This design comes from an exercise in tuning for small area and a short achievable clock period on the open sky130 flow, not from production work. The RTL was checked by simulation tests, not by an equivalence proof against the original design. Power figures rest on the tool's default switching activity, not on a simulated workload.

## flow/design.v

```verilog
module div_top
(
    input             clk,
    input      [31:0] x,
    input      [31:0] y,
    output reg [31:0] q,
    output reg [31:0] r
);
reg  [31:0] x_r;
reg  [31:0] y_r;
wire [31:0] q_w;
wire [31:0] r_w;
nrda_div #(.WIDTH(32)) u_div (
    .x(x_r),
    .y(y_r),
    .r(r_w),
    .q(q_w)
);
always @(posedge clk) begin
    x_r <= x;
    y_r <= y;
    q   <= q_w;
    r   <= r_w;
end
endmodule

module nrda_div
#(
    parameter WIDTH=32
)
(
    input [WIDTH-1:0] x,
    input [WIDTH-1:0] y,
    output reg [WIDTH-1:0] r,
    output reg [WIDTH-1:0] q
);
reg [2*WIDTH:0] A; 
reg [2*WIDTH-1:0] D;
integer i;
always @(x or y) begin
    A = x[WIDTH-1] ? {{(WIDTH+1){1'b0}},~x+1'b1} : {{(WIDTH+1){1'b0}},x};
    D = y[WIDTH-1] ? {~y+1'b1,{WIDTH{1'b0}}} : {y,{WIDTH{1'b0}}};
    for(i = 0; i < WIDTH; i = i + 1) begin
        if(A[2*WIDTH]==1'b1) begin
            A = A << 1;
            A = A + D;
        end
        else begin
            A = A << 1;
            A = A - D;
        end
        if(A[2*WIDTH]==1'b1) begin
            A[0] = 1'b0;
        end
        else begin
            A[0] = 1'b1;
        end
    end
    r = A[2*WIDTH-1:WIDTH];
    q = A[WIDTH-1:0];
    if(r[WIDTH-1]==1'b1) begin
        r = y[WIDTH-1] ? (r+(~y+1'b1)) : (r+y);
    end
    r = x[WIDTH-1] ? (~r+1'b1) : r;
    q = x[WIDTH-1]^y[WIDTH-1] ? (~q+1'b1) : q;
end
endmodule
```

## flow/run.sh

```bash
#!/bin/bash
# synth_recipe.tcl (not shown) runs the flow's synth.tcl, then flattens the netlist and writes it again
# the make line also repeats each setting of config.mk as NAME=value (left out here)
make -C /OpenROAD-flow-scripts/flow DESIGN_CONFIG=/design/flow/config.mk WORK_HOME=/design/flow/orfs CLKGATE_MAP_FILE= SYNTH_SCRIPT=/design/flow/synth_recipe.tcl finish
```

## flow/config.mk

```make
export PLATFORM = sky130hd
export DESIGN_NAME = div_top
export DESIGN_NICKNAME = div_top
export VERILOG_FILES = /design/flow/design.v
export SDC_FILE = /design/flow/constraint.sdc
export NUM_CORES = 4
export LEC_CHECK = 0
export CAP_MARGIN = 20
export CORE_MARGIN = 2
export CORE_UTILIZATION = 50
export CTS_CLUSTER_DIAMETER = 50
export CTS_CLUSTER_SIZE = 15
export SLEW_MARGIN = 20
```

## flow/constraint.sdc

```tcl
create_clock -name core_clock -period 110.0 [get_ports {clk}]
set_input_delay 22.0000 -clock core_clock [delete_from_list [all_inputs] [get_ports {clk}]]
set_output_delay 22.0000 -clock core_clock [all_outputs]
set_load 0.01 [all_outputs]
```

==> run notes <==
- Status: complete, no violations
- Synth area leaders: xnor2_1 21%, ha_1 19%, a21oi_1 7.1%
- Dominant cell type by area after synthesis: xnor2_1
- Slew headroom: 24.2%
- Initial Utilization: 50.5%
- First-pass GRT wire length: 511 mm
- Die outline width: 369 um
- CTS Sinks: 128
- DRC: 0
- Most frequent cell on the critical path: buf_4
- CP delay by family, top: compound AO/OA/AOI/OAI gates
- Largest net degree at the start of global routing: 40
- Clock Power Share: 0%
- Top-count cell post-synth: xnor2_1
- Routed wire per std cell: 24.5 um
- CP arrival: 108.02 ns
- Vias in the first global route: 87300
- Clk buf depth: 2
- Post-synth ARST share: 0%
- Max IR drop VDD: 0.0237 V
- M1 WL: 120 mm
- Sw power: 1.41 W
- Post-synthesis sequential area ratio: 3.84%
- Hold Crit Class: reg2reg
- H-tree depth: 4
- R2R setup slack: 2.44 ns
- Initial DRC count: 8682
- Peak Freq: 9.30 MHz
- Syn nets: 10500
- Period minus WS final: 107.56 ns
- Antenna-violating nets left: 0
- Post-synth top cells: 1584 x xnor2_1, 1030 x ha_1, 1013 x nor2_1
- Detailed Place HPWL: 271 mm
- MaxCap Viol Count: 0
- Seq group: 1.14 mW
- Biggest consumer: combinational logic
- Share of cells above drive strength 1: 31.8%
- Met2 wire length: 150 mm
- Worst setup path class: reg2reg
- Die H: 369 um
- Core area: 0.132 sq mm
- Setup TNS: 0 ns
- Non-Filler Cell Area, Final: 0.0991 sq mm
- Worst hold margin: 0.829 ns
- Slowest-stage cell, CP: or4_1
- Combinational power share: 100.0%
- Worst Hold Launch: x_r[31]
- PortBufs: 128
- Reg2reg end: r[31]
- Yosys cell types: 100
- Synthesized flop and latch total: 128
- Vias: 87500
- Share of the synthesized area in the top cell type: 20.8%
- RR Startpoint: x_r[5]
- Synthesized instance count: 9372
- GR Overflow Total: 0
- Setup violations, final: 0
- Pwr/cell area: 29100 mW/mm^2
- Comb pwr: 2.88 W
- Root Driver: clkbuf_16
- Final #Nets: 13900
- Number of synthesized flops with an enable pin: 0
- Sw Ratio: 48.8%
- Inst Count DP: 14400
- Pre-Repair DR Iteration Count: 8
- Latest clock arrival within the worst-skew pair: 0.60 ns
- Max Slew Vio Count: 0
- Hold Vio Cnt, Final: 0
- Gpl congestion: 1.09
- TritonCTS Buffers: 17
- Tot GR Track Use: 49.6%
- # IOs: 129
- Crit share post-route: 97.8%
- Post-route insts no fill: 14500
- Power Internal: 1.48 W
- Stages on worst setup path: 582
- Synthesis warning total: 2
- Clock Skew: 0.0454 ns
- Final design utilization: 75.1%
- Reg2Reg Depth: 582
- Worst setup path start: x_r[5]
- CTS tree: built
- P_clk: 69.9 uW
- Routed wl met3: 40.1 mm
- Critical path endpoint: r[31]
- Highest Signal Layer: met5
- Area grow syn2layout: 48.7%
- Multi-input logic area: 0.0639 sq mm
- Most used DFF post-synth: dfxtp_1
- Worst Tran Pin Value: 1.13 ns
- Placed cell areas: 0.0959 sq mm
- Worst path required time: 110.45 ns
- Hold depth: 3
- Mapped Area: 0.0667 sq mm
- Post-Route WL: 356 mm
- Die ar.: 0.136 sq mm
- Register share of total power: 0%
- Startpoint types: flip-flop
- Worst-path fanout max: 19
- Num rows: 133
- Leak: 49.0 nW
- Initial antenna violation count: 26
- CTS clk-pin slew, worst paths: 0.08 ns
- Vias/cell: 6.03
- Fillcell total: 10500
- Crit path buffers/inverters: 96
- Flip-flop and latch area: 0.00257 sq mm
- Avg Cell Area, Syn: 7.11 sq um
- Hold_buf cts: 0
- CP Capture Type: flip-flop
- Slowest stage delay, CP: 0.55 ns
- Hold EP: r[1]
## cells by family after synthesis
logic type	after synthesis	synth area share (%)
AO/OA/AOI/OAI	2695	25.7
multiplexers	100	1.51
flip-flops	128	3.84
AND/OR/NAND/NOR	2808	19.2
buffers and inverters	672	3.81
adder cells (fa/ha/maj)	1062	20.3
XOR/XNOR	1907	25.6
## power by group through the flow
| stage | Combinational, mW | Sequential, mW | Clock [mW] |
|---|---|---|---|
| 2_1_floorplan | 1410 | 1.17 | 0 |
| 3_3_place_gp | 2670 | 1.15 | 0 |
## flip-flops by register name, summed over array words and instances, names as in the netlist
register	count
x_r	32
q	32
r	32
y_r	32
## area by class of cell
cell class | instances | area share [%]
Clock buffer | 17 | 0.429
Inverter | 334 | 1.27
Timing Repair Buffer | 3691 | 28.8
Antenna cell | 14 | 0.0354
Multi-Input combinational cell | 8572 | 64.4
Tap cell | 1755 | 2.22
Sequential cell | 128 | 2.59
Clock inverter | 15 | 0.197
## worst max path at each step
stage,startpoint,to,slack (ns),cells after the start
after floorplan,x_r[5],r[31],0.04,531
after global placement,x_r[5],r[31],-2.29,558
## routing by layer
layer / track usage, % / vias up
li1: - / 39800
met3: 13.6 / 2249
met4: 51.3 / 16
met5: 0.605 / -
met2: 78.1 / 5069
met1: 52.0 / 40400
## placed cells by master (no fill, tap or decap), types with 104 or more instances in the layout
master              n
buf_4            3511
nand3_1           161
inv_1             318
ha_1             1021
xor2_1            260
clkdlybuf4s50_1   128
a21o_1            355
o21a_1            185
a21oi_1           872
o21bai_1          190
o21ai_0           395
nor2_1           1008
nor2b_1           104
nor3_1            111
nand2b_1          156
nand2_1           833
dfxtp_1           125
xnor2_1          1526
## stage by stage
stage	power [mW]	worst slack (ns)
floorplan	1420	0.0362
global placement	2670	-2.29
detailed placement	2690	-5.43
CTS	2790	0.00677
global route	2850	-1.95
finish	2880	2.44
## timing repair
item,CTS,global route
setup endpoints to repair,64,64
pin swaps,35,198
gates resized for setup,91,308
setup buffers,29,57
cloned,0,3

-- re-timing with driven ports --
How much do the figures lean on ideal ports? The routed layout below was timed once more, with nothing changed but the port constraints.
Step 1 sets driving cells, clkbuf_16 on the clock port and buf_2 on the other inputs (assumed; they add their load-dependent delay and slew).
Step 2 times the ports against the registers' clock, not the clock port: input delays grow and output delays shrink by t, the midpoint of the rising clock arrivals with the driver on.
a / b / c = ideal ports / drivers / drivers and shift; a / b = the first two.
shift t [ns]: 0.665
setup slack, ns: 2.437 / 2.437 / 2.437
hold WS [ns]: 0.829 / 0.829 / 0.829
latest minus earliest clock arrival (ns): 0.046 / 0.047
After both steps setup and hold are still met in this run. For this run, drivers alone change the setup slack by 0.000 ns; drivers and shift together by 0.000 ns.
